Background: an optimization exercise with open tools, aiming at small area and a short achievable clock period. Do not read the settings as production practice. Only simulation tests tie the RTL to the original design; equivalence was not proved. Power is estimated from default activity; no workload was simulated.

Design RGBtoGray, start of the top module:
module RGBtoGray (r, g, b, valid_in, clk, rst, grayout, valid_out);
Settings: LEC_CHECK=0, ABC_AREA=1, CAP_MARGIN=20, CORE_MARGIN=2, CORE_UTILIZATION=60, CTS_BUF_LIST=sky130_fd_sc_hd__clkbuf_8, CTS_CLUSTER_DIAMETER=50, CTS_CLUSTER_SIZE=16, PLACE_DENSITY=0.8, SLEW_MARGIN=20; clock period 12.0 ns.
standard.sh (not shown) runs the stock make flow with config.mk's settings and CLKGATE_MAP_FILE= SYNTH_SCRIPT=/design/flow/synth_recipe.tcl, a recipe that flattens the netlist after the stock synthesis.
==> flow/flow/run.sh <==
#!/bin/bash
# 1. the standard synthesis (standard.sh synth), unchanged.
# 2. flow/invpush.py: full adders are self-dual, so an fa cell can take complemented inputs and
#    give complemented outputs; it flips fa cells where that needs fewer inverters. Registers,
#    ports and every register's and port's logic function stay as synthesis made them.
set -euo pipefail
R=orfs/results/${FLOW_PLATFORM}/RGBtoGray/base
bash standard.sh SETUP_SLACK_MARGIN=8.75 'BUFFER_PORTS_ARGS=-buffer_cell sky130_fd_sc_hd__buf_1' synth > synth.log 2>&1
python3 flow/invpush.py $R/1_2_yosys.v $R/1_2_yosys.inv.v > invpush.log 2>&1
mv $R/1_2_yosys.inv.v $R/1_2_yosys.v
rm -f $R/1_synth.odb
bash standard.sh SETUP_SLACK_MARGIN=8.75 'BUFFER_PORTS_ARGS=-buffer_cell sky130_fd_sc_hd__buf_1' finish > standard_flow.log 2>&1
Other scripts of this flow, unchanged in this note and not shown: flow/flow/invpush.py
The starting point passed the timing, DRC and antenna checks.
Change:
--- a/flow/flow/run.sh
+++ b/flow/flow/run.sh
@@ -7,3 +7,3 @@
 R=orfs/results/${FLOW_PLATFORM}/RGBtoGray/base
-bash standard.sh SETUP_SLACK_MARGIN=8.75 'BUFFER_PORTS_ARGS=-buffer_cell sky130_fd_sc_hd__buf_1' synth > synth.log 2>&1
+bash standard.sh SETUP_SLACK_MARGIN=8 'BUFFER_PORTS_ARGS=-buffer_cell sky130_fd_sc_hd__buf_1' synth > synth.log 2>&1
 python3 flow/invpush.py $R/1_2_yosys.v $R/1_2_yosys.inv.v > invpush.log 2>&1
@@ -11,2 +11,2 @@
 rm -f $R/1_synth.odb
-bash standard.sh SETUP_SLACK_MARGIN=8.75 'BUFFER_PORTS_ARGS=-buffer_cell sky130_fd_sc_hd__buf_1' finish > standard_flow.log 2>&1
+bash standard.sh SETUP_SLACK_MARGIN=8 'BUFFER_PORTS_ARGS=-buffer_cell sky130_fd_sc_hd__buf_1' finish > standard_flow.log 2>&1
Outcome: The new run finished clean; non-clock buffer count decreases by 240; via count decreases by a little under a tenth; wire length decreases by about a fifth; clock-buffer cell count increases by 1; final area decreases by a little under a tenth; core utilization decreases by 6.1 points.
Change:
--- a/flow/flow/run.sh
+++ b/flow/flow/run.sh
@@ -7,3 +7,3 @@
 R=orfs/results/${FLOW_PLATFORM}/RGBtoGray/base
-bash standard.sh SETUP_SLACK_MARGIN=8 'BUFFER_PORTS_ARGS=-buffer_cell sky130_fd_sc_hd__buf_1' synth > synth.log 2>&1
+bash standard.sh SETUP_SLACK_MARGIN=8.5 'BUFFER_PORTS_ARGS=-buffer_cell sky130_fd_sc_hd__buf_1' synth > synth.log 2>&1
 python3 flow/invpush.py $R/1_2_yosys.v $R/1_2_yosys.inv.v > invpush.log 2>&1
@@ -11,2 +11,2 @@
 rm -f $R/1_synth.odb
-bash standard.sh SETUP_SLACK_MARGIN=8 'BUFFER_PORTS_ARGS=-buffer_cell sky130_fd_sc_hd__buf_1' finish > standard_flow.log 2>&1
+bash standard.sh SETUP_SLACK_MARGIN=8.5 'BUFFER_PORTS_ARGS=-buffer_cell sky130_fd_sc_hd__buf_1' finish > standard_flow.log 2>&1
- CORE_UTILIZATION: 60 -> 70
- PLACE_DENSITY: 0.8 -> 0.88
Outcome: Combinational power went up by about 22%. Routed wire length went up by about 34%. Flip-flop and latch count stays the same. Synthesized cell count stays the same. Design area went up by about 4%. Worst setup slack gets better by 0.12 ns. Via count went up by 14%. Register-to-register slack gets better by 0.12 ns. Total power went up by about 10%. Die area went down by 14%.

port drivers added, routing unchanged:
No port has a modelled driver above. Below, the same layouts with a new extraction and two added sets of constraints. Step 1 assumes that a clkbuf_16 drives the clock port and a buf_2 every other input. Step 2, shift: input delay + t, output delay - t, t = (earliest + latest rising clock arrival at the registers) / 2. This alone moves slack from input paths to output paths. a / b / c = no drivers / after step 1 / after step 2; a / b = the first two.
run | t (ns) | slack for setup (ns) | worst hold slack (ns) | worst setup path at the end | cell pins on the clock port's net
the first run | 0.778 | 8.368 / 8.357 / 8.368 | 0.307 / 0.307 / 0.307 | register to register | 1
the second run | 0.762 | 8.060 / 8.060 / 8.060 | 0.312 / 0.312 / 0.312 | register to register | 1
the third run | 0.808 | 8.176 / 8.176 / 8.176 | 0.302 / 0.302 / 0.302 | register to register | 1
After both steps setup and hold are still met in every run listed.
